This design comes from an exercise in tuning for small area on the open sky130 flow, not from production work. Where RTL was checked, it was by simulation tests only, not by an equivalence proof against the original. Function not checked in runs 1 and 2: the RTL went through the layout flow alone. The clock port is modelled as an ideal driver; clocking choices that lean on that would not hold on a real chip. Power figures rest on the tool's default switching activity, not on a simulated workload.

**design/flow/config.mk**
```make
export PLATFORM = sky130hd
export DESIGN_NAME = keyboard_instance
export DESIGN_NICKNAME = keyboard_instance
export VERILOG_FILES = /design/flow/design.v
export SDC_FILE = /design/flow/constraint.sdc
export NUM_CORES = 4
export LEC_CHECK = 0
export CAP_MARGIN = 20
export CORE_MARGIN = 2
export CORE_UTILIZATION = 40
export SLEW_MARGIN = 20
```
**design/flow/constraint.sdc**
```tcl
create_clock -name core_clock -period 10.0 [get_ports {clk_50M}]
set_input_delay 2.0000 -clock core_clock [delete_from_list [all_inputs] [get_ports {clk_50M}]]
set_output_delay 2.0000 -clock core_clock [all_outputs]
set_load 0.01 [all_outputs]
```
**design/flow/flow/run.sh**
```bash
#!/bin/bash
# Own layout flow: the standard flow (standard.sh) with
#  - synthesis as standard, but ABC mapping with an area script (flow/area.abc)
#  - port buffers of the smallest buffer cell
#  - clock tree of clkbuf_8 without dummy loads, then each clock buffer
#    downsized where the clock-pin slews stay well inside the limit
# Tool output: ORFS's logs under orfs/logs, make's output in flow_*.log and
# the clock-buffer step's output in shrink_clk.log, here.
set -euo pipefail
HERE=$(pwd)
export MY_ABC_SCRIPT=$HERE/flow/area.abc
ARGS=(SYNTH_SCRIPT=$HERE/flow/synth_area.tcl
  "BUFFER_PORTS_ARGS=-buffer_cell sky130_fd_sc_hd__buf_1"
  "CTS_ARGS=-sink_clustering_enable -repair_clock_nets -dont_use_dummy_load -buf_list {sky130_fd_sc_hd__clkbuf_8}")
bash standard.sh "${ARGS[@]}" cts > flow_cts.log 2>&1
RES=$HERE/orfs/results/sky130hd/keyboard_instance/base
PLATFORM_DIR=$FLOW_HOME/platforms/sky130hd RESULTS_DIR=$RES \
  openroad -no_init -exit $HERE/flow/shrink_clk.tcl > shrink_clk.log 2>&1
bash standard.sh "${ARGS[@]}" finish > flow_finish.log 2>&1
```
**design/flow/flow/area.abc**
```
strash
ifraig
dc2
&get -n
&deepsyn -T 20
&put
dch -f
amap -F 4 -A 8
strash
dch -f
amap -F 4 -A 8
topo
```
**design/flow/flow/shrink_clk.tcl**
```tcl
set P $::env(PLATFORM_DIR)
set R $::env(RESULTS_DIR)
read_liberty $P/lib/sky130_fd_sc_hd__tt_025C_1v80.lib
read_db $R/4_cts.odb
read_sdc $R/4_cts.sdc
source $P/setRC.tcl
set_propagated_clock [all_clocks]
estimate_parasitics -placement

set target 0.115
proc worst_ck_slew {} {
  set w 0
  foreach pin [get_pins -hierarchical */CLK] {
    set s [get_property $pin slew_max]
    if {$s > $w} { set w $s }
  }
  return $w
}
proc cell_area {m} { return [get_property [get_lib_cells */$m] area] }

puts "shrink_clk: worst clock-pin slew before [worst_ck_slew]"
set cands {sky130_fd_sc_hd__clkbuf_1 sky130_fd_sc_hd__clkbuf_2 sky130_fd_sc_hd__clkbuf_4 sky130_fd_sc_hd__clkbuf_8}
set leaves {}
set roots {}
foreach inst [get_cells clkbuf_*] {
  if {[string match "clkbuf_0_*" [get_full_name $inst]]} { lappend roots $inst } else { lappend leaves $inst }
}
# leaves first, then the root
foreach inst [concat $leaves $roots] {
  set orig [get_property $inst ref_name]
  set oa [cell_area $orig]
  foreach cand $cands {
    if {[cell_area $cand] >= $oa} { continue }
    replace_cell $inst $cand
    estimate_parasitics -placement
    if {[worst_ck_slew] <= $target} {
      puts "shrink_clk: [get_full_name $inst] $orig -> $cand"
      break
    }
    replace_cell $inst $orig
    estimate_parasitics -placement
  }
}
puts "shrink_clk: worst clock-pin slew after [worst_ck_slew]"
set_placement_padding -global -left 0 -right 0
detailed_placement
check_placement
write_db $R/4_cts.odb
```
**design/flow/design.v**
```verilog
module keyboard_scan(clk,RSTn,par,row,light,s9,s0,v);
    parameter V = 100;
    parameter VW = 7;
    input clk;
    input RSTn;
    input par;
    output [3:0] row;
    output light;
    output s9;
    output s0;
    output reg [VW-1:0] v;
    reg [2:0] m5;
    assign s9 = (m5 == 3'd4) &  par;
    assign s0 = (m5 == 3'd0) & ~par;
    wire   s4 = (m5 == 3'd4) & ~par;
    always@(posedge clk or negedge RSTn) begin
        if(!RSTn) begin
            m5 <= 3'd0;
            v <= 0;
        end
        else begin
            m5 <= (m5 == 3'd4) ? 3'd0 : m5 + 1'b1;
            if (s4)
                v <= (v == V-1) ? 0 : v + 1'b1;
        end
    end
    assign row = ~(4'b0001 << v[1:0]);
    assign light = RSTn;
endmodule
module key_filter(clk,RSTn,col,s9,v,kd);
    parameter V = 100;
    parameter VW = 7;
    input clk;
    input RSTn;
    input [3:0] col;
    input s9;
    input [VW-1:0] v;
    output reg [4:0] kd;
    reg [15:0] P;
    reg [4:0] acc;
    reg first;
    wire samp   = s9;
    wire window = (v >= V-4);
    wire tick   = samp & (v == 0);
    wire [1:0] r = v[1:0];
    wire [3:0] d = ~col & P[3:0];
    wire d_any = |d;
    wire d_one = (d == 4'b0001) | (d == 4'b0010) | (d == 4'b0100) | (d == 4'b1000);
    wire [1:0] d_idx = {d[3] | d[2], d[3] | d[1]};
    wire [4:0] acc_in = (r == 2'd0) ? 5'b00000 : acc;
    wire [4:0] acc_nx = !d_any ? acc_in :
                        (d_one && acc_in == 5'b00000) ? {1'b1, r, d_idx} : 5'b00001;
    always@(posedge clk)
        if(samp & window) begin
            acc <= acc_nx;
            P <= {~col, P[15:4]};
        end
    always@(posedge clk or negedge RSTn) begin
        if(!RSTn) begin
            kd <= 5'b00000;
            first <= 1'b1;
        end
        else if(tick) begin
            kd <= first ? 5'b00000 : acc;
            first <= 1'b0;
        end
    end
endmodule
module onehot2binary(clk,RSTn,valid,kd,p0,binary,tries,buzzer,switch);
    parameter KP = 50;               
    input clk;
    input RSTn;
    input valid;
    input [4:0] kd;
    input p0;
    output reg[11:0] binary;
    output reg [1:0] tries;
    output reg buzzer;
    output reg switch;
    parameter BUZ_KEY_HALF    = 50;
    parameter BUZ_KEY_LEN     = 10000;
    parameter BUZ_OK_HALF     = 25;
    parameter BUZ_OK_LEN      = 30000;
    parameter BUZ_SLOW_HALF   = 100;
    parameter BUZ_FAIL_GAP0   = 5000;
    parameter BUZ_FAIL_GAP1   = 10000;
    parameter BUZ_FAIL_LEN    = 15000;
    parameter BUZ_CNT_LEN     = 5000;
    localparam [11:0] PASS = 12'b101111001100;
    reg [1:0] times;
    reg [11:0] secrect;
    reg [3:0] cur_binary;
    reg chg;
    reg [14:0] cl;
    reg [16:0] ch;
    reg [6:0] buzzer_counter2;
    reg buzzer_active;
    reg buzzer_success;
    reg buzzer_fail;
    reg start_conut;
    reg buzzer_count;
    reg [3:0] wrong_times;
    reg is_set;
    reg [5:0] k;
    wire k_ent = (kd == 5'b10000);
    wire k_set = (kd == 5'b10100);
    wire k_clr = (kd == 5'b11000);
    wire k_14  = (kd == 5'b11110);
    reg  [3:0] kval;
    reg  kcur;
    always @(*) begin
        kcur = 1'b1;
        case (kd)
            5'b10011: kval = 4'b0000;
            5'b10101: kval = 4'b0011;
            5'b10110: kval = 4'b0010;
            5'b10111: kval = 4'b0001;
            5'b11001: kval = 4'b0110;
            5'b11010: kval = 4'b0101;
            5'b11011: kval = 4'b0100;
            5'b11100: kval = 4'b1110;
            5'b11101: kval = 4'b1001;
            5'b11111: kval = 4'b0111;
            5'b00000: kval = 4'b1111;
            default: begin kval = 4'b1111; kcur = 1'b0; end
        endcase
    end
    wire pass  = (binary == PASS);
    wire act   = !start_conut && (!pass || k_clr);    
    wire ent3  = act && k_ent && (times == 2'b11);
    wire match = (binary == secrect);
    wire ok    = ent3 && !is_set && match;
    wire store = ent3 && is_set;
    wire wrong = ent3 && !is_set && !match;
    wire lock  = wrong && (tries == 2'd2);
    wire tick  = start_conut && p0 && (k == KP-1);
    wire cdone = (binary[7:0] == 8'b0);
    wire bz    = (binary == 12'b0);
    wire digit = (cur_binary != 4'b1111) && (cur_binary != 4'b1110);
    wire bksp  = (cur_binary == 4'b1110);
    reg [11:0] lockval;
    always @(*)
        case (wrong_times + 1'b1)
            4'b0001: lockval = 12'b000000000101;
            4'b0010: lockval = 12'b000000010000;
            4'b0011: lockval = 12'b000000100000;
            default: lockval = 12'b000001100000;
        endcase
	always @(posedge clk or negedge RSTn) begin
      if (!RSTn) begin
        binary <= 12'b111111111111;
        times <= 2'b00;
        tries <= 2'h0;
        secrect <= 12'b001001000110;
        switch <= 1'b0;
        cur_binary <= 4'b1111;
        chg <= 1'b0;
        start_conut <= 1'b0;
        wrong_times <= 4'b0000;
        is_set <= 1'b0;
      end else begin
        if (chg) begin
            if (digit && !bz) begin
                case (times)
                    2'b00: binary[3:0] <= cur_binary;
                    2'b01: binary[7:0] <= {binary[3:0], cur_binary};
                    2'b10: binary <= {binary[7:0], cur_binary};
                    default: ;
                endcase
                if (times != 2'b11)
                    times <= times + 1'b1;
            end
            else if (bksp && !bz) begin
                case (times)
                    2'b01: binary <= 12'hfff;
                    2'b10: binary[7:0] <= {4'hf, binary[7:4]};
                    2'b11: binary <= {4'hf, binary[11:4]};
                    default: ;
                endcase
                if (times != 2'b00)
                    times <= times - 1'b1;
            end
        end
        else if (tick) begin
            if (cdone) begin
                start_conut <= 1'b0;
                binary <= 12'hfff;
            end
            else if (binary[3:0] == 4'b0000)
                binary[7:0] <= {binary[7:4] - 1'b1, 4'b1001};
            else
                binary[3:0] <= binary[3:0] - 1'b1;
        end
        else if (act) begin
            if (ok) begin
                switch <= 1'b1;
                binary <= PASS;
                times <= 2'b00;
            end
            if (store) begin
                secrect <= binary;
                is_set <= 1'b0;
                binary <= 12'hfff;
                tries <= 2'b00;
                times <= 2'b00;
            end
            if (wrong) begin
                binary <= lock ? lockval : 12'hfff;
                times <= 2'b00;
                tries <= lock ? 2'b00 : tries + 1'b1;
                if (lock) begin
                    wrong_times <= wrong_times + 1'b1;
                    start_conut <= 1'b1;
                end
            end
            if (k_set) begin
                binary <= {3{4'hd}};
                is_set <= 1'b1;
                times <= 2'b00;
                tries <= 2'b00;
            end
            if (k_clr) begin
                binary <= 12'hfff;
                times <= 2'b00;
                tries <= 2'b00;
                switch <= 1'b0;
            end
            if (k_14) begin
                binary <= 12'h000;
                tries <= 2'b00;
            end
            if (kcur)
                cur_binary <= kval;
        end
        chg <= act && kcur && (kval != cur_binary);
      end
    end
    always @(posedge clk)
        if (!valid || tick)
            k <= 6'd0;
        else if (start_conut && p0)
            k <= k + 1'b1;
    reg bz_n, act_n, suc_n, fail_n, cnt_n;
    reg c_inc, c_clr;
    wire chz = (ch == 17'd0);
    wire [31:0] buzzer_counter = chz ? {17'd0, cl} : 32'hffffffff;   
    reg [6:0] c2_n;
    always @(*) begin
        bz_n = buzzer;
        act_n = buzzer_active;
        suc_n = buzzer_success;
        fail_n = buzzer_fail;
        cnt_n = buzzer_count;
        c_inc = 1'b0;
        c_clr = 1'b0;
        c2_n = buzzer_counter2;
        if (tick && !cdone) begin
            cnt_n = 1;
            c_clr = 1'b1;
            c2_n = 0;
            bz_n = 1;
        end
        if (buzzer_active) begin
            c2_n = buzzer_counter2 + 1'b1;
            c_inc = 1'b1;
            c_clr = 1'b0;
            if (buzzer_counter2 >= BUZ_KEY_HALF) begin
                bz_n = ~buzzer;
                c2_n = 0;
            end
            if (buzzer_counter >= BUZ_KEY_LEN) begin
                act_n = 0;
                bz_n = 0;
            end
        end
        else if (buzzer_success) begin
            c2_n = buzzer_counter2 + 1'b1;
            c_inc = 1'b1;
            c_clr = 1'b0;
            if (buzzer_counter2 >= BUZ_OK_HALF) begin
                bz_n = ~buzzer;
                c2_n = 0;
            end
            if (buzzer_counter >= BUZ_OK_LEN) begin
                suc_n = 0;
                bz_n = 0;
            end
        end
        else if (buzzer_fail) begin
            c2_n = buzzer_counter2 + 1'b1;
            c_inc = 1'b1;
            c_clr = 1'b0;
            if (buzzer_counter2 >= BUZ_SLOW_HALF) begin
                bz_n = ~buzzer;
                c2_n = 0;
            end
            if (BUZ_FAIL_GAP0 < buzzer_counter && buzzer_counter < BUZ_FAIL_GAP1)
                bz_n = 0;
            if (buzzer_counter >= BUZ_FAIL_LEN) begin
                fail_n = 0;
                bz_n = 0;
            end
        end
        else if (buzzer_count) begin
            c2_n = buzzer_counter2 + 1'b1;
            c_inc = 1'b1;
            c_clr = 1'b0;
            if (buzzer_counter2 >= BUZ_SLOW_HALF) begin
                bz_n = ~buzzer;
                c2_n = 0;
            end
            if (buzzer_counter >= BUZ_CNT_LEN) begin
                cnt_n = 0;
                bz_n = 0;
            end
        end
        else
            bz_n = 0;
        if (ok || wrong) begin
            c_clr = 1'b1;
            c2_n = 0;
            bz_n = 1;
        end
        if (ok || store)
            suc_n = 1;
        if (wrong || (act && k_14))
            fail_n = 1;
        if (chg) begin
            act_n = 1;
            c_clr = 1'b1;
            c2_n = 0;
            bz_n = 1;
        end
    end
    wire ch_fb = ch[16] ^ ch[13] ^ (ch[15:0] == 16'd0);
    always @(posedge clk) begin
        if (!valid) begin
            cl <= 15'd0;
            ch <= 17'd0;
            buzzer_counter2 <= 7'd0;
        end else begin
            if (c_clr) begin
                cl <= 15'd0;
                ch <= 17'd0;
            end else if (c_inc) begin
                cl <= cl + 1'b1;
                if (&cl)
                    ch <= {ch[15:0], ch_fb};
            end
            buzzer_counter2 <= c2_n;
        end
    end
	always @(posedge clk or negedge RSTn) begin
      if (!RSTn) begin
        buzzer <= 1'b0;
        buzzer_active <= 1'b0;
        buzzer_success <= 1'b0;
        buzzer_fail <= 1'b0;
        buzzer_count <= 1'b0;
      end else begin
        buzzer <= bz_n;
        buzzer_active <= act_n;
        buzzer_success <= suc_n;
        buzzer_fail <= fail_n;
        buzzer_count <= cnt_n;
      end
    end
endmodule
module Digitron_TimeDisplay_module
(
	CLK,RSTn,par,data,tries, Digitron_Out, DigitronCS_Out
);
	 input CLK;
	 input RSTn;
	 output par;
	 input [11:0]data;
	 input [1:0]tries;
	 output reg [7:0]Digitron_Out;
	 output reg [3:0]DigitronCS_Out;
	 reg [7:0]Count;
	 reg [3:0]SingleNum;
	 assign par = Count[0];         
	always @ ( posedge CLK or negedge RSTn )
		if (!RSTn)
			Count <= 8'd0;
		else
			Count <= Count+1'b1;
	 always@(*)
	 begin
			case (Count[7:6])
			2'b00:   DigitronCS_Out = 4'b1110 ;
			2'b01:   DigitronCS_Out = 4'b1101 ;
			2'b10:   DigitronCS_Out = 4'b1011 ;
			default: DigitronCS_Out = 4'b0111 ;
			endcase
	 end
	 always@(*)
	 begin
			case(Count[7:6])
			2'b00: SingleNum = data[3:0];
			2'b01: SingleNum = data[7:4];
			2'b10: SingleNum = data[11:8];
			default: if(data==12'b101111001100)
                        SingleNum = 4'ha;
                     else
                        SingleNum = {2'b00, tries};
			endcase
			case(SingleNum)
            	4'h0 : Digitron_Out = 8'h3f;
            	4'h1 : Digitron_Out = 8'h06;
            	4'h2 : Digitron_Out = 8'h5b;
            	4'h3 : Digitron_Out = 8'h4f;
            	4'h4 : Digitron_Out = 8'h66;
            	4'h5 : Digitron_Out = 8'h6d;
            	4'h6 : Digitron_Out = 8'h7d;
            	4'h7 : Digitron_Out = 8'h07;
            	4'h8 : Digitron_Out = 8'h7f;
            	4'h9 : Digitron_Out = 8'h6f;
                4'ha : Digitron_Out = 8'h73;
                4'hb : Digitron_Out = 8'h77;
                4'hc : Digitron_Out = 8'h6d;
				4'hd : Digitron_Out = 8'h40;
            	default : Digitron_Out = 8'h00;
			endcase
	 end
endmodule
module Led_effect (
      clk_50M,
      RSTn,
      valid,
      even,
      switch,
      leds
);
    parameter DIV = 2500;
    parameter [11:0] LF_END = 12'hbf2;
    input clk_50M;
    input RSTn;
    input valid;
    input even;
    input switch;
    output reg [6:0] leds;
    reg [11:0] lf;
    reg [3:0] p;
    reg on;
    wire wrap = (lf == LF_END);
    wire slow_rise = wrap & even;
    wire fb = lf[11] ^ lf[5] ^ lf[3] ^ lf[0];
    always @(posedge clk_50M)
        if (!valid)
            lf <= 12'hffe;                
        else if (wrap)
            lf <= 12'hfff;
        else
            lf <= {lf[10:0], fb};
    always @(posedge clk_50M or negedge RSTn) begin
        if (!RSTn) begin
            p <= 4'd0;
            on <= 1'b0;
        end else if (slow_rise) begin
            on <= switch;
            if (switch)
                p <= p + 1'b1;
        end
    end
    always @(*) begin
        case (p)
            4'd1:  leds = 7'b0000001;
            4'd2:  leds = 7'b0000010;
            4'd3:  leds = 7'b0000100;
            4'd4:  leds = 7'b0001000;
            4'd5:  leds = 7'b0010000;
            4'd6:  leds = 7'b0100000;
            4'd7:  leds = 7'b1000000;
            4'd9:  leds = 7'b1000000;
            4'd10: leds = 7'b0100000;
            4'd11: leds = 7'b0010000;
            4'd12: leds = 7'b0001000;
            4'd13: leds = 7'b0000100;
            4'd14: leds = 7'b0000010;
            4'd15: leds = 7'b0000001;
            default: leds = 7'b0000000;
        endcase
        if (!on)
            leds = 7'b0000000;
    end
endmodule
module keyboard_instance(clk_50M,buzzer,RSTn,col,row,Digitron_Out,DigitronCS_Out,light,leds);
    parameter FP = 1000;             
    parameter KP = 50;               
    parameter DIV = 2500;            
    localparam V = FP / 10;
    parameter VW = 7;                
    input clk_50M;
    input RSTn ; 
    input [3:0] col;
    output [3:0] row;
    output [7:0] Digitron_Out;
    output [3:0] DigitronCS_Out;
    output light;
    output buzzer;
    output [6:0] leds;
    reg valid;
    always @(posedge clk_50M or negedge RSTn)
        if (!RSTn)
            valid <= 1'b0;
        else
            valid <= 1'b1;
    wire s9, s0, par;
    wire [VW-1:0] v;
    keyboard_scan #(.V(V), .VW(VW)) U1(
        .clk(clk_50M),
        .RSTn(RSTn),
        .par(par),
        .s9(s9),
        .s0(s0),
        .row(row),
        .light(light),
        .v(v)
    );
    wire [4:0] kd;
    key_filter #(.V(V), .VW(VW)) U2(
        .clk(clk_50M),
        .RSTn(RSTn),
        .col(col),
        .s9(s9),
        .v(v),
        .kd(kd)
    );
    wire [11:0] data_disp;
    wire [1:0] tries;
    wire switch;
    wire p0 = s0 & (v == 0);
    onehot2binary #(.KP(KP)) U3(
        .clk(clk_50M),
        .RSTn(RSTn),
        .valid(valid),
        .kd(kd),
        .p0(p0),
        .binary(data_disp),
        .tries(tries),
        .buzzer(buzzer),
        .switch(switch)
    );
    Digitron_TimeDisplay_module U5
    (
    	.CLK(clk_50M),
    	.RSTn(RSTn),
    	.par(par),
    	.data(data_disp),
    	.Digitron_Out(Digitron_Out),
    	.DigitronCS_Out(DigitronCS_Out),
        .tries(tries)
    );
    Led_effect #(.DIV(DIV)) U6
    (
        .clk_50M(clk_50M),
        .RSTn(RSTn),
        .valid(valid),
        .even(~par),
        .switch(switch),
        .leds(leds)
    );
endmodule
```
**design/flow/flow/synth_area.tcl**
```tcl
# The standard synthesis (synth_recipe.tcl), with ABC run on an
# area-oriented script (flow/area.abc) instead of ORFS's speed script.
# Registers, their names and cell types are as the standard synthesis makes them.
proc synth {args} { yosys synth -nofsm -noshare {*}$args }
proc abc {args} {
  set new [list]
  for {set i 0} {$i < [llength $args]} {incr i} {
    set a [lindex $args $i]
    if {$a eq "-script"} { incr i; lappend new -script $::env(MY_ABC_SCRIPT); continue }
    if {$a eq "-D"} { incr i; continue }
    lappend new $a
  }
  yosys abc {*}$new
}
source $::env(SCRIPTS_DIR)/synth.tcl
# left out here: clear keep_hierarchy, flatten, clean up, hide names made inside functions, write 1_2_yosys.v
```
**design/flow/standard.sh**
```bash
#!/bin/bash
# synth_recipe.tcl (not shown) runs the flow's synth.tcl, then flattens the netlist and writes it again
# the make line also repeats each setting of config.mk as NAME=value (left out here)
make -C /OpenROAD-flow-scripts/flow DESIGN_CONFIG=/design/flow/config.mk WORK_HOME=/design/flow/orfs CLKGATE_MAP_FILE= SYNTH_SCRIPT=/design/flow/synth_recipe.tcl "${@:-finish}"
```
==> results.txt, run 1 <==
# TYPE chip_impl_metric gauge
chip_impl_info{name="outcome",value="timing/DRC/antenna clean"} 1
chip_impl_metric{name="power_leakage",unit="nW"} 3.00
chip_impl_metric{name="fp.dieArea",unit="mm2"} 0.0201
chip_impl_metric{name="route.vias.total",unit=""} 6340
chip_impl_metric{name="avgViaCountPerCell",unit=""} 5.44
chip_impl_metric{name="synth_warnings",unit=""} 6
chip_impl_metric{name="postSynthNetCount",unit=""} 926
chip_impl_metric{name="max-slew-margin-rel",unit="%"} 24.1
chip_impl_metric{name="post-cts-setup-buffer-count",unit=""} 0
chip_impl_metric{name="tightestPinTransition",unit="ns"} 1.13
chip_impl_metric{name="cts.repair.resized",unit=""} 0
chip_impl_metric{name="dr.first_iter.drc_count",unit=""} 444
chip_impl_metric{name="worst_ep_required_time",unit="ns"} 8.00
chip_impl_info{name="tritoncts",value="yes"} 1
chip_impl_metric{name="syn-mean-instance-area",unit="um2"} 8.62
chip_impl_metric{name="finalSetupViolCount",unit=""} 0
chip_impl_metric{name="avgRoutedWirePerCell",unit="um"} 14.2
chip_impl_metric{name="final-max-slew-violation-count",unit=""} 0
chip_impl_info{name="synth_flop_cell",value="dfxtp_1"} 1
chip_impl_metric{name="ys_async_sr_fraction",unit="%"} 49.0
chip_impl_metric{name="grt_overflow",unit=""} 0
chip_impl_metric{name="post-route-period-util",unit="%"} 55.2
chip_impl_metric{name="starting_density_of_the_core",unit="%"} 40.7
chip_impl_metric{name="placementRows",unit=""} 50
chip_impl_metric{name="power.combinational.fraction",unit="%"} 3.3
chip_impl_metric{name="switchingPower",unit="uW"} 215
chip_impl_metric{name="drtPass1Iterations",unit=""} 6
chip_impl_info{name="holdCritPathClass",value="register to register"} 1
chip_impl_metric{name="pin_count",unit=""} 31
chip_impl_metric{name="synth_seq_area_share",unit="%"} 48.3
chip_impl_metric{name="die_w",unit="um"} 142
chip_impl_metric{name="synthCells",unit=""} 883
chip_impl_metric{name="remaining_drc_errors",unit=""} 0
chip_impl_metric{name="dp.final_hpwl",unit="um"} 12400
chip_impl_metric{name="clkPwrFrac",unit="%"} 29.5
chip_impl_metric{name="hold_viol",unit=""} 0
chip_impl_metric{name="placement.io_buffers",unit=""} 29
chip_impl_metric{name="antenna_cells_inserted",unit=""} 0
chip_impl_info{name="layout.cells.most_common_list",value="clkinv_1, nor2_1, o22ai_1"} 1
chip_impl_metric{name="synth-edff-count",unit=""} 21
chip_impl_metric{name="finalWorstPathRequiredPeriod",unit="ns"} 5.52
chip_impl_metric{name="ctsHoldBuffers",unit=""} 0
chip_impl_info{name="cts.root.buffer_cell",value="clkbuf_8"} 1
chip_impl_metric{name="fin_total_pwr",unit="uW"} 956
chip_impl_metric{name="dpl-instance-area",unit="mm2"} 0.00803
chip_impl_metric{name="seq_power_share",unit="%"} 67.2
chip_impl_metric{name="clk_path_buf_depth",unit=""} 2
chip_impl_metric{name="final_weighted_congestion_in_routability_driven_placement",unit=""} 0.995
chip_impl_info{name="worstSetupEndpointType",value="output port"} 1
chip_impl_metric{name="core_region_area",unit="mm2"} 0.0187
chip_impl_info{name="rsz0062_at_grt",value="no"} 1
chip_impl_metric{name="max_clock_freq",unit="GHz"} 0.181
chip_impl_metric{name="drive_above_1_share",unit="%"} 4.73
chip_impl_metric{name="grt_max_degree",unit=""} 77
chip_impl_metric{name="cts_max_level",unit=""} 4
chip_impl_metric{name="grt_antenna_before_repair",unit=""} 0
chip_impl_metric{name="numCtsBuffers",unit=""} 17
chip_impl_metric{name="worst_ep_arrival_time",unit="ns"} 3.52
chip_impl_info{name="layout_commonest_cell",value="clkinv_1"} 1
chip_impl_info{name="worst-setup-path-type",value="register to output port"} 1
chip_impl_metric{name="area_delta_synth_final",unit="%"} 7.60
chip_impl_metric{name="post-synth-top-area-fraction",unit="%"} 17.8
chip_impl_info{name="post_synth_main_area_contributors",value="dfrtp_1, dfxtp_1, clkinv_1"} 1
chip_impl_metric{name="number_of_nets_in_the_final_layout",unit=""} 976
chip_impl_info{name="yosys.area.top_type",value="dfrtp_1"} 1
chip_impl_metric{name="first_pass_grt_wire_length",unit="um"} 28500
chip_impl_metric{name="netlist_area",unit="mm2"} 0.00761
chip_impl_metric{name="clkTransAtPathRegs",unit="ns"} 0.11
chip_impl_metric{name="crit_fanout",unit=""} 8
chip_impl_metric{name="sw_frac_of_total",unit="%"} 22.5
chip_impl_metric{name="power_density",unit="mW/mm2"} 117
chip_impl_info{name="crit_path_start_kind",value="register"} 1
chip_impl_metric{name="groute.usage.overall",unit="%"} 17.6
chip_impl_metric{name="post-route-cell-area",unit="mm2"} 0.00819
chip_impl_metric{name="post_synth_num_cell_types",unit=""} 45
chip_impl_metric{name="setup_total_negative_slack",unit="ns"} 0
chip_impl_metric{name="clkSinkCount",unit=""} 153
chip_impl_metric{name="die_height",unit="um"} 142
chip_impl_metric{name="detail-route-antenna-nets",unit=""} 0
chip_impl_metric{name="max_cap_viol",unit=""} 0
chip_impl_metric{name="worst_skew_pair.late_latency",unit="ns"} 0.44
chip_impl_metric{name="clock-skew-final",unit="ns"} 0.0371
chip_impl_metric{name="count_of_state_elements_after_synthesis",unit=""} 153
chip_impl_metric{name="vias_in_the_first_global_route",unit=""} 5992
chip_impl_metric{name="post_layout_nonfiller_instances",unit=""} 1165
chip_impl_metric{name="internal-power",unit="uW"} 741
chip_impl_metric{name="max-vdd-ir-drop",unit="mV"} 0.0672
chip_impl_metric{name="wire_length_reported_by_the_detailed_router",unit="um"} 16600
chip_impl_metric{name="placedCellCount",unit=""} 1148
cell families (layout without fill, tap and decap cells):
logic type,count (synthesis),count (layout),synth area share [%]
AO/OA/AOI/OAI,250,250,21.1
other,2,2,0.0987
buffers and inverters,177,225,8.83
AND/OR/NAND/NOR,264,264,15.6
adder cells (fa/ha/maj),37,37,6.08
flip-flops,153,153,48.3
worst paths after layout:
| path | startpoint | end | slack [ns] | depth (start not counted) |
|---|---|---|---|---|
| max | U3.binary[4]$_DFFE_PN1P_ | Digitron_Out[4] | 4.48 | 13 |
| min | U2.P[4]$_DFFE_PP_ | U2.P[0]$_DFFE_PP_ | 0.42 | 0 |
| max reg2reg | U3.binary[3]$_DFFE_PN1P_ | U3.ch[1]$_SDFFE_PP0P_ | 5.48 | 12 |
| min reg2reg | U2.P[4]$_DFFE_PP_ | U2.P[0]$_DFFE_PP_ | 0.42 | 0 |
| max in group asynchronous | RSTn | U3.tries[0]$_DFFE_PN0P_ | 7.55 | 2 |
| min in group asynchronous | RSTn | U1.v[1]$_DFFE_PN0P_ | 1.80 | 2 |
Yosys cell counts, types with 7 or more instances:
cell,instances
a221oi_1,10
a22oi_1,7
or2_0,10
o22ai_1,76
edfxtp_1,21
nand2_1,60
nor2_1,97
dfrtp_1,54
a222oi_1,7
nand4_1,7
nor3_1,39
o21ai_0,53
dfstp_2,21
a31oi_1,15
o221ai_1,7
clkinv_1,175
a21oi_1,39
ha_1,37
nor4_1,9
dfxtp_1,57
nand3_1,21
through the flow:
step / utilization [%] / setup WS (ns) / hold WS [ns]
after global placement: 42.9 / 4.88 / 0.402
after floorplan: - / 5.45 / 0.400
after global routing: 43.8 / 4.23 / 0.425
after CTS: 44.2 / 4.46 / 0.416
final: 43.8 / 4.48 / 0.417
after detailed placement: 42.9 / 4.88 / 0.405
per-layer routing:
layer | routed length [um] | track usage (%) | part of all wire (%)
met1 | 8270 | 24.7 | 50
met2 | 7070 | 26.1 | 43
met5 | 0 | 0 | 0
met4 | 457 | 7.32 | 2.8
met3 | 756 | 4.18 | 4.6
critical path: stages (launching register included):
cell and delay, ns:
dfstp_2 0.59, clkinv_1 0.22, ha_1 0.30, nand4_1 0.09, nor4_1 0.07, nor2_1 0.15, clkinv_1 0.09, o21ai_0 0.48
clkinv_1 0.28, ha_1 0.27, o21ai_0 0.16, o21ai_0 0.09, a21boi_0 0.12, buf_1 0.16
cell type report:
| type | count | area [um2] |
|---|---|---|
| fillers | 1874 | 10500 |
| inverters | 175 | 657 |
| well taps | 234 | 293 |
| clock buffers | 17 | 153 |
| multi-input cells | 553 | 3270 |
| repair buffers | 33 | 143 |
| flip-flops and latches | 153 | 3670 |
registers in the layout (all words and copies together), names as in the netlist, 6 cells and up:
name                flops
U3.buzzer_counter2      7
U3.binary              12
U3.cl                  15
U3.secrect             12
U1.v                    7
U3.ch                  17
U5.Count                8
U2.P                   16
U6.lf                  12
U3.k                    6
power by group through the flow:
| stage | combinational (mW) | sequential, mW | clock (mW) |
|---|---|---|---|
| 4_1_cts | 0.0331 | 0.643 | 0.360 |
| 6_report | 0.0319 | 0.642 | 0.282 |
| 2_1_floorplan | 0.0207 | 0.653 | 0 |
| 3_3_place_gp | 0.0323 | 0.655 | 0 |
| 3_5_place_dp | 0.0331 | 0.655 | 0 |
| 5_1_grt | 0.0374 | 0.644 | 0.322 |
==> inputs of run 2 (changes only) <==
==> design/flow/flow/area.abc (replaced) <==
strash
ifraig
dc2
&get -n
&deepsyn -T 20
&dch -f
&nf -R 1000
&put
topo
==> results.txt, run 2 <==
# TYPE chip_impl_metric gauge
chip_impl_metric{name="starting_density_of_the_core",unit="%"} 40.7
chip_impl_metric{name="switchingPower",unit="uW"} 210
chip_impl_metric{name="grt_antenna_before_repair",unit=""} 2
chip_impl_metric{name="post-route-cell-area",unit="mm2"} 0.00823
chip_impl_metric{name="avgViaCountPerCell",unit=""} 5.50
chip_impl_metric{name="detailedPlace.worstSlack",unit="ns"} 5.27
chip_impl_info{name="crit_path_start_kind",value="register"} 1
chip_impl_metric{name="sw_frac_of_total",unit="%"} 22.0
chip_impl_metric{name="detail-route-antenna-nets",unit=""} 0
chip_impl_metric{name="largest_register_ff_count",unit=""} 17
chip_impl_metric{name="power.combinational.fraction",unit="%"} 2.3
chip_impl_metric{name="groute.usage.overall",unit="%"} 16.7
chip_impl_metric{name="worst_skew_pair.late_latency",unit="ns"} 0.59
chip_impl_metric{name="avgRoutedWirePerCell",unit="um"} 14.6
chip_impl_metric{name="clkTransAtPathRegs",unit="ns"} 0.09
chip_impl_metric{name="remaining_drc_errors",unit=""} 0
chip_impl_metric{name="finalSetupViolCount",unit=""} 0
chip_impl_info{name="layout_commonest_cell",value="nor2_1"} 1
chip_impl_info{name="regMostFlops",value="U3.ch"} 1
chip_impl_metric{name="placement.io_buffers",unit=""} 29
chip_impl_metric{name="finalWorstPathRequiredPeriod",unit="ns"} 5.38
chip_impl_metric{name="drive_above_1_share",unit="%"} 5.54
chip_impl_info{name="rsz0062_at_grt",value="no"} 1
chip_impl_metric{name="count_of_state_elements_after_synthesis",unit=""} 153
chip_impl_metric{name="crit_fanout",unit=""} 8
chip_impl_metric{name="synth_warnings",unit=""} 6
chip_impl_metric{name="post_layout_nonfiller_instances",unit=""} 1084
chip_impl_info{name="yosys.area.top_type",value="dfrtp_1"} 1
chip_impl_info{name="outcome",value="timing/DRC/antenna clean"} 1
chip_impl_metric{name="ys_async_sr_fraction",unit="%"} 49.0
chip_impl_metric{name="worst_ep_arrival_time",unit="ns"} 3.38
chip_impl_metric{name="grt_overflow",unit=""} 0
chip_impl_metric{name="setup_total_negative_slack",unit="ns"} 0
chip_impl_metric{name="clk_path_buf_depth",unit=""} 2
chip_impl_metric{name="route.vias.total",unit=""} 5958
chip_impl_metric{name="numCtsBuffers",unit=""} 17
chip_impl_metric{name="cts.repair.resized",unit=""} 0
chip_impl_metric{name="dp.final_hpwl",unit="um"} 11400
chip_impl_metric{name="number_of_nets_in_the_final_layout",unit=""} 893
chip_impl_metric{name="grt_max_degree",unit=""} 53
chip_impl_metric{name="clkSinkCount",unit=""} 153
chip_impl_metric{name="synthCells",unit=""} 799
chip_impl_metric{name="final_weighted_congestion_in_routability_driven_placement",unit=""} 0.902
chip_impl_info{name="post_synth_main_area_contributors",value="dfrtp_1, dfxtp_1, edfxtp_1"} 1
chip_impl_info{name="worst-setup-path-type",value="register to output port"} 1
chip_impl_metric{name="power_leakage",unit="nW"} 3.30
chip_impl_info{name="layout.cells.most_common_list",value="nor2_1, nand2_1, a21oi_1"} 1
chip_impl_metric{name="synth_seq_area_share",unit="%"} 48.3
chip_impl_metric{name="placedCellCount",unit=""} 1065
chip_impl_metric{name="area_delta_synth_final",unit="%"} 8.10
chip_impl_info{name="synthMostInstantiatedCell",value="nor2_1"} 1
chip_impl_metric{name="finalCoreUtilization",unit="%"} 44.0
chip_impl_metric{name="holdWs",unit="ns"} 0.424
chip_impl_metric{name="ctsHoldBuffers",unit=""} 0
chip_impl_info{name="holdCritPathClass",value="register to register"} 1
chip_impl_metric{name="drtPass1Iterations",unit=""} 5
chip_impl_info{name="ys_top_cells_by_count",value="nor2_1, nand2_1, a21oi_1, dfxtp_1, dfrtp_1"} 1
chip_impl_metric{name="tightestPinTransition",unit="ns"} 1.09
chip_impl_metric{name="pin_count",unit=""} 31
chip_impl_info{name="synth_flop_cell",value="dfxtp_1"} 1
chip_impl_metric{name="synth-edff-count",unit=""} 21
chip_impl_info{name="worstSetupEndpointType",value="output port"} 1
chip_impl_metric{name="max-slew-margin-rel",unit="%"} 26.7
chip_impl_metric{name="max-vdd-ir-drop",unit="mV"} 0.0935
chip_impl_info{name="cts.root.buffer_cell",value="clkbuf_8"} 1
chip_impl_metric{name="netlist_area",unit="mm2"} 0.00761
chip_impl_metric{name="worst_setup_slack_after_layout",unit="ns"} 4.62
chip_impl_metric{name="first_pass_grt_wire_length",unit="um"} 27000
chip_impl_metric{name="core_region_area",unit="mm2"} 0.0187
chip_impl_metric{name="clkPwrFrac",unit="%"} 31.1
chip_impl_metric{name="dpl-instance-area",unit="mm2"} 0.00805
chip_impl_metric{name="post_synth_num_cell_types",unit=""} 53
chip_impl_metric{name="internal-power",unit="uW"} 742
chip_impl_metric{name="seq_power_share",unit="%"} 66.6
chip_impl_metric{name="post-route-period-util",unit="%"} 53.8
chip_impl_metric{name="fp.dieArea",unit="mm2"} 0.0201
chip_impl_metric{name="max_clock_freq",unit="GHz"} 0.186
chip_impl_info{name="largestRegisters",value="U3.ch x17, U2.P x16, U3.cl x15"} 1
chip_impl_metric{name="worst_ep_required_time",unit="ns"} 8.00
chip_impl_metric{name="post-cts-setup-buffer-count",unit=""} 0
chip_impl_metric{name="dr.first_iter.drc_count",unit=""} 535
chip_impl_metric{name="syn-mean-instance-area",unit="um2"} 9.53
chip_impl_metric{name="wire_length_reported_by_the_detailed_router",unit="um"} 15900
chip_impl_info{name="tritoncts",value="yes"} 1
chip_impl_metric{name="placementRows",unit=""} 50
chip_impl_metric{name="cts_max_level",unit=""} 4
chip_impl_metric{name="clock-skew-final",unit="ns"} 0.0504
chip_impl_metric{name="power_density",unit="mW/mm2"} 116
chip_impl_metric{name="post-synth-top-area-fraction",unit="%"} 17.8
chip_impl_metric{name="final-max-slew-violation-count",unit=""} 0
chip_impl_metric{name="die_w",unit="um"} 142
chip_impl_metric{name="die_height",unit="um"} 142
chip_impl_metric{name="postSynthNetCount",unit=""} 842
chip_impl_metric{name="max_cap_viol",unit=""} 0
chip_impl_metric{name="hold_viol",unit=""} 0
chip_impl_metric{name="fin_total_pwr",unit="uW"} 951
chip_impl_metric{name="vias_in_the_first_global_route",unit=""} 5513
run 2: worst paths after layout:
| path | start | end | slack, ns | cells after the start |
|---|---|---|---|---|
| min reg2reg | U2.P[8]$_DFFE_PP_ | U2.P[4]$_DFFE_PP_ | 0.42 | 0 |
| max in group asynchronous | RSTn | U2.kd[2]$_DFFE_PN0P_ | 7.64 | 2 |
| min | U2.P[8]$_DFFE_PP_ | U2.P[4]$_DFFE_PP_ | 0.42 | 0 |
| min in group asynchronous | RSTn | U6.p[0]$_DFFE_PN0P_ | 1.34 | 1 |
| max | U3.binary[5]$_DFFE_PN1P_ | Digitron_Out[3] | 4.62 | 10 |
| max reg2reg | U3.binary[0]$_DFFE_PN1P_ | U3.ch[0]$_SDFFE_PP0P_ | 5.37 | 11 |
run 2: logic make-up after synthesis:
group | count (synthesis) | synth area share, %
flops | 153 | 48.3
mux | 15 | 2.20
simple gates | 295 | 18.7
xor+xnor | 42 | 4.83
fa+ha+maj | 37 | 6.08
compound gates | 201 | 17.1
other cells | 2 | 0.0987
buf+inv | 54 | 2.76
run 2: layer usage:
layer	share of wire, %	global-route usage (%)	up-vias
li1	-	-	2983
met1	51	23.6	2799
met2	43	25.0	141
met3	4.5	4.24	35
met4	2.0	5.63	0
met5	0	0	-
run 2: layout make-up:
| class | instances | area [um2] |
|---|---|---|
| tap | 234 | 293 |
| sequential | 153 | 3670 |
| antenna | 2 | 5.00 |
| fill | 1852 | 10500 |
| inverter | 52 | 195 |
| clock buffer | 17 | 169 |
| timing repair buffer | 34 | 150 |
| multi-input combinational | 592 | 3740 |
run 2: critical path, stage by stage, from the launching register on:
cell and delay [ns]:
dfstp_2 0.62, clkinv_1 0.16, ha_1 0.23, nand4b_1 0.10, nor3_1 0.10, o31ai_1 0.54, clkinv_1 0.24, ha_1 0.34
o21ai_0 0.24, a21oi_1 0.10, buf_1 0.14
run 2: power groups by stage:
stage / Combinational [mW] / Sequential, mW / Clock, mW
final: 0.0218 / 0.634 / 0.296
after CTS: 0.0229 / 0.634 / 0.360
after global routing: 0.0260 / 0.635 / 0.337
after floorplan: 0.0123 / 0.646 / 0
after detailed placement: 0.0228 / 0.647 / 0
after global placement: 0.0224 / 0.647 / 0
==> inputs of run 3 (changes only) <==
--- a/design/flow/design.v
+++ b/design/flow/design.v
@@ -50,11 +50,13 @@
     wire [4:0] acc_in = (r == 2'd0) ? 5'b00000 : acc;
     wire [4:0] acc_nx = !d_any ? acc_in :
                         (d_one && acc_in == 5'b00000) ? {1'b1, r, d_idx} : 5'b00001;
+    wire wr = samp & window;
+    wire [15:0] rot = {P[1:0], P[15:2]};
     always@(posedge clk)
-        if(samp & window) begin
+        P <= wr ? {~col[1:0], rot[13:2], ~col[3:2]} : rot;
+    always@(posedge clk)
+        if(wr)
             acc <= acc_nx;
-            P <= {~col, P[15:4]};
-        end
     always@(posedge clk or negedge RSTn) begin
         if(!RSTn) begin
             kd <= 5'b00000;
==> design/flow/flow/area.abc (replaced) <==
strash
ifraig
dc2
&get -n
&deepsyn -T 20
&put
dch -f
amap -F 4 -A 8
strash
dch -f
amap -F 4 -A 8
topo
==> results.txt, run 3 <==
# TYPE chip_impl_metric gauge
chip_impl_info{name="worstSetupEndpointType",value="output port"} 1
chip_impl_info{name="crit_path_start_kind",value="register"} 1
chip_impl_metric{name="power_density",unit="mW/mm2"} 116
chip_impl_metric{name="cts_max_level",unit=""} 4
chip_impl_metric{name="count_of_state_elements_after_synthesis",unit=""} 153
chip_impl_metric{name="final_weighted_congestion_in_routability_driven_placement",unit=""} 0.918
chip_impl_metric{name="setup_total_negative_slack",unit="ns"} 0
chip_impl_metric{name="synth_seq_area_share",unit="%"} 47.1
chip_impl_metric{name="placement.io_buffers",unit=""} 29
chip_impl_metric{name="crit_fanout",unit=""} 9
chip_impl_info{name="synthMostInstantiatedCell",value="clkinv_1"} 1
chip_impl_metric{name="netlist_area",unit="mm2"} 0.00747
chip_impl_metric{name="post-route-period-util",unit="%"} 56.2
chip_impl_metric{name="final-max-slew-violation-count",unit=""} 0
chip_impl_metric{name="finalWorstPathRequiredPeriod",unit="ns"} 5.62
chip_impl_metric{name="dp.final_hpwl",unit="um"} 12400
chip_impl_metric{name="area_delta_synth_final",unit="%"} 8.01
chip_impl_metric{name="r2r_slack",unit="ns"} 5.81
chip_impl_metric{name="clk_path_buf_depth",unit=""} 2
chip_impl_metric{name="crit_path_max_incr_delay",unit="ns"} 0.56
chip_impl_metric{name="grt_overflow",unit=""} 0
chip_impl_info{name="rsz0062_at_grt",value="no"} 1
chip_impl_metric{name="first_pass_grt_wire_length",unit="um"} 28200
chip_impl_info{name="critical_path.most_common_cell",value="clkinv_1"} 1
chip_impl_metric{name="finalSetupViolCount",unit=""} 0
chip_impl_metric{name="synthCells",unit=""} 881
chip_impl_info{name="post_synth_main_area_contributors",value="dfxtp_1, dfrtp_1, clkinv_1"} 1
chip_impl_metric{name="largest_register_ff_count",unit=""} 17
chip_impl_info{name="largestRegisters",value="U3.ch x17, U2.P x16, U3.cl x15"} 1
chip_impl_metric{name="die_height",unit="um"} 141
chip_impl_metric{name="starting_density_of_the_core",unit="%"} 41.2
chip_impl_info{name="critical_path.startpoint",value="U3.binary[4]$_DFFE_PN1P_"} 1
chip_impl_metric{name="placementRows",unit=""} 49
chip_impl_info{name="worst-setup-path-type",value="register to output port"} 1
chip_impl_metric{name="synth-edff-count",unit=""} 5
chip_impl_info{name="worst_reg2reg_startpoint",value="U3.binary[1]$_DFFE_PN1P_"} 1
chip_impl_metric{name="drtPass1Iterations",unit=""} 5
chip_impl_metric{name="r2r_cell_count",unit=""} 18
chip_impl_info{name="cp_slowest_cell",value="dfstp_2"} 1
chip_impl_metric{name="power_leakage",unit="nW"} 3.03
chip_impl_metric{name="detail-route-antenna-nets",unit=""} 0
chip_impl_metric{name="wire_length_reported_by_the_detailed_router",unit="um"} 16700
chip_impl_metric{name="clkTransAtPathRegs",unit="ns"} 0.10
chip_impl_info{name="synth_flop_cell",value="dfxtp_1"} 1
chip_impl_metric{name="numCtsBuffers",unit=""} 17
chip_impl_info{name="yosys.area.top_type",value="dfxtp_1"} 1
chip_impl_metric{name="worst_ep_required_time",unit="ns"} 8.00
chip_impl_info{name="worstReg2RegEnd",value="U3.binary[6]$_DFFE_PN1P_"} 1
chip_impl_info{name="tritoncts",value="yes"} 1
chip_impl_metric{name="cts.repair.resized",unit=""} 0
chip_impl_metric{name="post_synth_fa_ha_maj_area_fraction",unit="%"} 6.20
chip_impl_metric{name="worst_ep_arrival_time",unit="ns"} 3.62
chip_impl_info{name="crit_path_cell_trace",value="clkinv_1 -> ha_1 -> nand4_1 -> nor4_1 -> nor2_1 -> clkinv_1 -> o21ai_0 -> clkinv_1 -> ha_1 -> nor2_1 -> a31oi_1 -> o21ai_0 -> a31oi_1 -> buf_1"} 1
chip_impl_metric{name="clock-skew-final",unit="ns"} 0.0352
chip_impl_metric{name="muxShareOfSynthArea",unit="%"} 0
chip_impl_metric{name="die_w",unit="um"} 141
chip_impl_info{name="layout.cells.most_common_list",value="clkinv_1, nor2_1, dfxtp_1"} 1
chip_impl_info{name="ys_top_cells_by_count",value="clkinv_1, nor2_1, dfxtp_1, o22ai_1, a21oi_1"} 1
chip_impl_metric{name="worst_skew_pair.late_latency",unit="ns"} 0.56
chip_impl_metric{name="dr.first_iter.drc_count",unit=""} 326
chip_impl_metric{name="max-slew-margin-rel",unit="%"} 31.1
chip_impl_info{name="regMostFlops",value="U3.ch"} 1
chip_impl_metric{name="number_of_nets_in_the_final_layout",unit=""} 977
chip_impl_metric{name="post-cts-setup-buffer-count",unit=""} 0
chip_impl_info{name="largest_family_of_logic_cells_by_synthesized_area",value="compound AO/OA/AOI/OAI gates"} 1
chip_impl_metric{name="synth_warnings",unit=""} 6
chip_impl_metric{name="tightestPinTransition",unit="ns"} 1.02
chip_impl_info{name="holdCritPathClass",value="register to register"} 1
chip_impl_metric{name="compound_gate_fraction_of_synth_area",unit="%"} 22.3
chip_impl_metric{name="syn-mean-instance-area",unit="um2"} 8.48
chip_impl_info{name="cts.root.buffer_cell",value="clkbuf_8"} 1
chip_impl_metric{name="hold_viol",unit=""} 0
chip_impl_metric{name="groute.usage.overall",unit="%"} 17.5
chip_impl_metric{name="vias_in_the_first_global_route",unit=""} 5885
chip_impl_metric{name="synth_xor_area_share",unit="%"} 0
chip_impl_metric{name="post_synth_num_cell_types",unit=""} 48
chip_impl_metric{name="max_cap_viol",unit=""} 0
chip_impl_metric{name="core_region_area",unit="mm2"} 0.0181
chip_impl_metric{name="ys_async_sr_fraction",unit="%"} 49.0
chip_impl_metric{name="avgRoutedWirePerCell",unit="um"} 14.3
chip_impl_info{name="crit_path_capture",value="Digitron_Out[3]"} 1
chip_impl_metric{name="grt_antenna_before_repair",unit=""} 1
chip_impl_info{name="outcome",value="timing/DRC/antenna clean"} 1
chip_impl_metric{name="max-vdd-ir-drop",unit="mV"} 0.0787
chip_impl_metric{name="fp.dieArea",unit="mm2"} 0.0198
chip_impl_metric{name="clkSinkCount",unit=""} 153
chip_impl_metric{name="grt_max_degree",unit=""} 69
chip_impl_metric{name="remaining_drc_errors",unit=""} 0
chip_impl_metric{name="post-synth-top-area-fraction",unit="%"} 19.6
chip_impl_metric{name="route.vias.total",unit=""} 6227
chip_impl_metric{name="synth_simple_gate_area_share",unit="%"} 16.4
chip_impl_metric{name="max_clock_freq",unit="GHz"} 0.178
chip_impl_metric{name="pin_count",unit=""} 31
chip_impl_info{name="layout_commonest_cell",value="clkinv_1"} 1
chip_impl_metric{name="drive_above_1_share",unit="%"} 4.94
chip_impl_metric{name="postSynthNetCount",unit=""} 924
chip_impl_metric{name="finalCoreUtilization",unit="%"} 44.5
chip_impl_metric{name="avgViaCountPerCell",unit=""} 5.36
chip_impl_metric{name="ctsHoldBuffers",unit=""} 0
==> run 3: cell count changes in the layout (fill, tap and decap cells not counted), sizes merged, moves of 17 or more <==
cell    before  now
clkinv      52  155
o22ai        7   64
nor2        80  115
nand2       77   49
a22o        25    0
xnor2       25    0
o21ai       36   57
xor2        17    0
==> run 3: worst min path at each step <==
| stage | cells after the start | endpoint | slack (ns) | start |
|---|---|---|---|---|
| after floorplan | 0 | U2.P[10]$_DFF_P_ | 0.31 | U2.P[12]$_DFF_P_ |
| after global placement | 0 | U2.P[3]$_DFF_P_ | 0.31 | U2.P[5]$_DFF_P_ |
| after detailed placement | 0 | U2.P[4]$_DFF_P_ | 0.31 | U2.P[6]$_DFF_P_ |
| after CTS | 0 | U2.P[4]$_DFF_P_ | 0.33 | U2.P[6]$_DFF_P_ |
| after global routing | 0 | U2.P[4]$_DFF_P_ | 0.34 | U2.P[6]$_DFF_P_ |
| final | 0 | U2.P[4]$_DFF_P_ | 0.33 | U2.P[6]$_DFF_P_ |
==> run 3: per-layer routing <==
layer,vias up,wire [um],GRT usage (%),share of wire (%)
met4,0,458,7.42,2.7
li1,3235,-,-,-
met5,-,0,0,0
met2,139,7320,26.7,44
met3,43,654,3.63,3.9
met1,2810,8230,24.3,49
==> run 3: stage by stage <==
step | instance area [um2] | setup WS (ns) | hold slack (ns) | std cells | total power, mW
after floorplan | 7470 | 5.46 | 0.310 | 881 | 0.649
after global placement | 7910 | 5.07 | 0.311 | 1144 | 0.661
after detailed placement | 7910 | 5.02 | 0.312 | 1144 | 0.660
after CTS | 8140 | 4.49 | 0.330 | 1161 | 1.01
after global routing | 8070 | 4.00 | 0.335 | 1162 | 0.974
final | 8070 | 4.38 | 0.330 | 1162 | 0.933
==> run 3: cells by family (layout without fill, tap and decap cells) <==
group | count (synthesis) | after routing
and+or+nand+nor | 268 | 268
AOI/OAI and AO/OA | 264 | 264
buffers and inverters | 157 | 208
DFF | 153 | 153
adders and majority gates | 37 | 37
other | 2 | 3
==> run 3: where the power goes <==
group / internal (mW) / total (mW) / leakage, nW / switching [mW]
Sequential: 0.620 / 0.623 / 1.57 / 0.00302
Clock: 0.0985 / 0.287 / 0.0912 / 0.188
Combinational: 0.00691 / 0.0235 / 1.38 / 0.0166
Total: 0.726 / 0.933 / 3.03 / 0.208
==> run 3: final cells by class <==
class / count / area [um2]
Fill cell: 1815 / 10100
Clock buffer: 17 / 159
Tap cell: 229 / 287
Sequential cell: 153 / 3510
Timing Repair Buffer: 36 / 165
Antenna cell: 1 / 2.50
Multi-Input combinational cell: 571 / 3360
Inverter: 155 / 582
==> run 3: critical path: cells and delay by family (launching register included) <==
| kind | cells | cell delay [ns] |
|---|---|---|
| adder cells (fa/ha/maj) | 2 | 0.59 |
| AO/OA/AOI/OAI | 4 | 0.74 |
| AND/OR/NAND/NOR | 4 | 0.41 |
| buffers and inverters | 4 | 0.77 |
| flip-flops | 1 | 0.56 |
==> inputs of run 4 (changes only) <==
--- a/design/flow/flow/run.sh
+++ b/design/flow/flow/run.sh
@@ -10,7 +10,7 @@
 HERE=$(pwd)
 export MY_ABC_SCRIPT=$HERE/flow/area.abc
 ARGS=(SYNTH_SCRIPT=$HERE/flow/synth_area.tcl
-  "BUFFER_PORTS_ARGS=-buffer_cell sky130_fd_sc_hd__buf_1"
+  "BUFFER_PORTS_ARGS=-buffer_cell sky130_fd_sc_hd__buf_1" CAP_MARGIN=0 SLEW_MARGIN=0
   "CTS_ARGS=-sink_clustering_enable -repair_clock_nets -dont_use_dummy_load -buf_list {sky130_fd_sc_hd__clkbuf_8}")
 bash standard.sh "${ARGS[@]}" cts > flow_cts.log 2>&1
 RES=$HERE/orfs/results/sky130hd/keyboard_instance/base
==> results.txt, run 4 <==
# TYPE chip_impl_metric gauge
chip_impl_metric{name="dp.final_hpwl",unit="um"} 12400
chip_impl_metric{name="fp.dieArea",unit="mm2"} 0.0198
chip_impl_metric{name="vias_in_the_first_global_route",unit=""} 5885
chip_impl_metric{name="starting_density_of_the_core",unit="%"} 41.2
chip_impl_metric{name="groute.usage.overall",unit="%"} 17.5
chip_impl_metric{name="hold_viol",unit=""} 0
chip_impl_metric{name="syn-mean-instance-area",unit="um2"} 8.48
chip_impl_metric{name="core_region_area",unit="mm2"} 0.0181
chip_impl_metric{name="holdWs",unit="ns"} 0.330
chip_impl_info{name="crit_path_start_kind",value="register"} 1
chip_impl_info{name="crit_path_cell_trace",value="clkinv_1 -> ha_1 -> nand4_1 -> nor4_1 -> nor2_1 -> clkinv_1 -> o21ai_0 -> clkinv_1 -> ha_1 -> nor2_1 -> a31oi_1 -> o21ai_0 -> a31oi_1 -> buf_1"} 1
chip_impl_metric{name="clkPwrFrac",unit="%"} 30.7
chip_impl_metric{name="seq_power_share",unit="%"} 66.8
chip_impl_metric{name="compound_gate_fraction_of_synth_area",unit="%"} 22.3
chip_impl_metric{name="post-route-period-util",unit="%"} 56.2
chip_impl_metric{name="muxShareOfSynthArea",unit="%"} 0
chip_impl_metric{name="crit_fanout",unit=""} 9
chip_impl_metric{name="clock-skew-final",unit="ns"} 0.0352
chip_impl_metric{name="worst_ep_required_time",unit="ns"} 8.00
chip_impl_metric{name="synth_xor_area_share",unit="%"} 0
chip_impl_metric{name="power_leakage",unit="nW"} 3.03
chip_impl_metric{name="grt_overflow",unit=""} 0
chip_impl_metric{name="netlist_area",unit="mm2"} 0.00747
chip_impl_metric{name="final-max-slew-violation-count",unit=""} 0
chip_impl_metric{name="synth_seq_area_share",unit="%"} 47.1
chip_impl_metric{name="worst_skew_pair.late_latency",unit="ns"} 0.56
chip_impl_metric{name="fin_total_pwr",unit="uW"} 933
chip_impl_metric{name="max-slew-margin-rel",unit="%"} 31.1
chip_impl_info{name="regMostFlops",value="U3.ch"} 1
chip_impl_metric{name="synth_warnings",unit=""} 6
chip_impl_metric{name="avgRoutedWirePerCell",unit="um"} 14.3
chip_impl_metric{name="pin_count",unit=""} 31
chip_impl_info{name="worstSetupEndpointType",value="output port"} 1
chip_impl_info{name="layout_commonest_cell",value="clkinv_1"} 1
chip_impl_metric{name="post-cts-setup-buffer-count",unit=""} 0
chip_impl_metric{name="drive_above_1_share",unit="%"} 4.94
chip_impl_metric{name="dpl-instance-area",unit="mm2"} 0.00791
chip_impl_metric{name="placedCellCount",unit=""} 1144
chip_impl_metric{name="post_synth_fa_ha_maj_area_fraction",unit="%"} 6.20
chip_impl_info{name="post_synth_main_area_contributors",value="dfxtp_1, dfrtp_1, clkinv_1"} 1
chip_impl_metric{name="ctsHoldBuffers",unit=""} 0
chip_impl_metric{name="drtPass1Iterations",unit=""} 5
chip_impl_info{name="worst-setup-path-type",value="register to output port"} 1
chip_impl_metric{name="clkTransAtPathRegs",unit="ns"} 0.10
chip_impl_metric{name="die_w",unit="um"} 141
chip_impl_info{name="cts.root.buffer_cell",value="clkbuf_8"} 1
chip_impl_info{name="cp_slowest_cell",value="dfstp_2"} 1
chip_impl_info{name="critical-path-top-delay-family",value="buffers and inverters"} 1
chip_impl_info{name="ys_top_cells_by_count",value="clkinv_1, nor2_1, dfxtp_1, o22ai_1, a21oi_1"} 1
chip_impl_metric{name="post_layout_nonfiller_instances",unit=""} 1162
chip_impl_info{name="holdCritPathClass",value="register to register"} 1
chip_impl_info{name="rsz0062_at_grt",value="no"} 1
chip_impl_metric{name="clk_path_buf_depth",unit=""} 2
chip_impl_metric{name="numCtsBuffers",unit=""} 17
chip_impl_metric{name="route.vias.total",unit=""} 6227
chip_impl_info{name="outcome",value="timing/DRC/antenna clean"} 1
chip_impl_metric{name="count_of_state_elements_after_synthesis",unit=""} 153
chip_impl_metric{name="power_density",unit="mW/mm2"} 116
chip_impl_info{name="yosys.area.top_type",value="dfxtp_1"} 1
chip_impl_metric{name="max-vdd-ir-drop",unit="mV"} 0.0787
chip_impl_metric{name="placementRows",unit=""} 49
chip_impl_metric{name="power.combinational.fraction",unit="%"} 2.5
chip_impl_metric{name="critPathBufInv",unit=""} 4
chip_impl_metric{name="post-synth-top-area-fraction",unit="%"} 19.6
chip_impl_metric{name="sw_frac_of_total",unit="%"} 22.2
chip_impl_metric{name="clkSinkCount",unit=""} 153
chip_impl_metric{name="finalWorstPathRequiredPeriod",unit="ns"} 5.62
chip_impl_metric{name="cts.repair.resized",unit=""} 0
chip_impl_metric{name="tightestPinTransition",unit="ns"} 1.02
chip_impl_metric{name="internal-power",unit="uW"} 726
chip_impl_info{name="largest_family_of_logic_cells_by_synthesized_area",value="compound AO/OA/AOI/OAI gates"} 1
chip_impl_metric{name="avgViaCountPerCell",unit=""} 5.36
chip_impl_metric{name="setup_total_negative_slack",unit="ns"} 0
chip_impl_metric{name="worst_ep_arrival_time",unit="ns"} 3.62
chip_impl_metric{name="final_weighted_congestion_in_routability_driven_placement",unit=""} 0.918
chip_impl_metric{name="max_clock_freq",unit="GHz"} 0.178
chip_impl_metric{name="synth_simple_gate_area_share",unit="%"} 16.4
chip_impl_metric{name="synth-edff-count",unit=""} 5
chip_impl_metric{name="synthCells",unit=""} 881
chip_impl_info{name="tritoncts",value="yes"} 1
chip_impl_metric{name="wire_length_reported_by_the_detailed_router",unit="um"} 16700
chip_impl_metric{name="number_of_nets_in_the_final_layout",unit=""} 977
chip_impl_metric{name="finalSetupViolCount",unit=""} 0
chip_impl_metric{name="max_cap_viol",unit=""} 0
chip_impl_metric{name="detailedPlace.worstSlack",unit="ns"} 5.02
chip_impl_metric{name="fillerInstances",unit=""} 1815
chip_impl_metric{name="cts_max_level",unit=""} 4
chip_impl_metric{name="first_pass_grt_wire_length",unit="um"} 28200
chip_impl_metric{name="largest_register_ff_count",unit=""} 17
chip_impl_metric{name="finalCoreUtilization",unit="%"} 44.5
chip_impl_metric{name="grt_max_degree",unit=""} 69
chip_impl_metric{name="area_delta_synth_final",unit="%"} 8.01
chip_impl_info{name="critical_path.most_common_cell",value="clkinv_1"} 1
chip_impl_metric{name="switchingPower",unit="uW"} 208
chip_impl_metric{name="worst_setup_slack_after_layout",unit="ns"} 4.38
chip_impl_metric{name="dr.first_iter.drc_count",unit=""} 326
chip_impl_metric{name="post_synth_num_cell_types",unit=""} 48
chip_impl_metric{name="post-route-cell-area",unit="mm2"} 0.00807
chip_impl_metric{name="die_height",unit="um"} 141
chip_impl_info{name="layout.cells.most_common_list",value="clkinv_1, nor2_1, dfxtp_1"} 1
chip_impl_metric{name="postSynthNetCount",unit=""} 924
chip_impl_metric{name="remaining_drc_errors",unit=""} 0
chip_impl_info{name="largestRegisters",value="U3.ch x17, U2.P x16, U3.cl x15"} 1
chip_impl_metric{name="detail-route-antenna-nets",unit=""} 0
chip_impl_info{name="synthMostInstantiatedCell",value="clkinv_1"} 1
chip_impl_metric{name="crit_path_max_incr_delay",unit="ns"} 0.56
chip_impl_info{name="synth_flop_cell",value="dfxtp_1"} 1
chip_impl_metric{name="grt_antenna_before_repair",unit=""} 1
chip_impl_metric{name="ys_async_sr_fraction",unit="%"} 49.0
chip_impl_metric{name="placement.io_buffers",unit=""} 29
run 4: cell counts after synthesis:
No cell type changed its count.
run 4: logic make-up after synthesis:
group / count (synthesis)
DFF: 153
adders and majority gates: 37
AOI/OAI and AO/OA: 264
and+or+nand+nor: 268
buffers and inverters: 157
other: 2
run 4: final cells by class:
type	instances	area (um2)	share of cell area, %
Sequential cell	153	3510	43.6
Multi-Input combinational cell	571	3360	41.6
Inverter	155	582	7.21
Tap cell	229	287	3.55
Timing Repair Buffer	36	165	2.05
Clock buffer	17	159	1.97
Antenna cell	1	2.50	0.0310
run 4: path summary, 6_finish.rpt:
check | from | end | slack, ns | depth (start not counted)
min reg2reg | U2.P[6]$_DFF_P_ | U2.P[4]$_DFF_P_ | 0.33 | 0
min | U2.P[6]$_DFF_P_ | U2.P[4]$_DFF_P_ | 0.33 | 0
min in group asynchronous | RSTn | U1.v[0]$_DFFE_PN0P_ | 1.27 | 1
max reg2reg | U3.binary[1]$_DFFE_PN1P_ | U3.binary[6]$_DFFE_PN1P_ | 5.81 | 18
max | U3.binary[4]$_DFFE_PN1P_ | Digitron_Out[3] | 4.38 | 14
max in group asynchronous | RSTn | U3.buzzer$_DFF_PN0_ | 7.61 | 2
run 4: per-layer routing:
| metal | up-vias | track usage (%) | part of all wire (%) |
|---|---|---|---|
| li1 | 3235 | - | - |
| met4 | 0 | 7.42 | 2.7 |
| met3 | 43 | 3.63 | 3.9 |
| met2 | 139 | 26.7 | 44 |
| met1 | 2810 | 24.3 | 49 |
| met5 | - | 0 | 0 |
run 4: power by group through the flow:
stage                     sequential [mW]  combinational (mW)  clock [mW]
after detailed placement            0.636              0.0241           0
after floorplan                     0.636              0.0129           0
after CTS                           0.624              0.0242       0.361
final                               0.623              0.0235       0.287
after global placement              0.636              0.0241           0
after global routing                0.624              0.0274       0.323

static timing again, ports no longer ideal:
How much do the figures lean on ideal ports? The routed layouts below were timed once more, with nothing changed but the port constraints.
Step 1 sets driving cells, clkbuf_16 on the clock port and buf_2 on the other inputs (assumed; they add their load-dependent delay and slew).
Step 2 moves the port delays by t, midway between the first and last clock arrival at a register: inputs arrive t later, outputs are due t later. That takes back most of the time a late clock gives input paths.
a / b / c = ideal ports / drivers / drivers and shift; a / b = the first two.
| run | t, ns | setup WS [ns] | hold slack, ns | worst setup path after step 2 | cell pins on the clock port's net |
|---|---|---|---|---|---|
| run 1 | 0.459 | 4.484 / 4.448 / 4.906 | 0.417 / 0.417 / 0.417 | register to output | 1 |
| run 2 | 0.597 | 4.616 / 4.580 / 5.176 | 0.424 / 0.424 / 0.424 | register to output | 1 |
| run 3 | 0.578 | 4.383 / 4.346 / 4.924 | 0.330 / 0.330 / 0.330 | register to output | 1 |
| run 4 | 0.578 | 4.383 / 4.346 / 4.924 | 0.330 / 0.330 / 0.330 | register to output | 1 |
After both steps setup and hold are still met in every run listed.
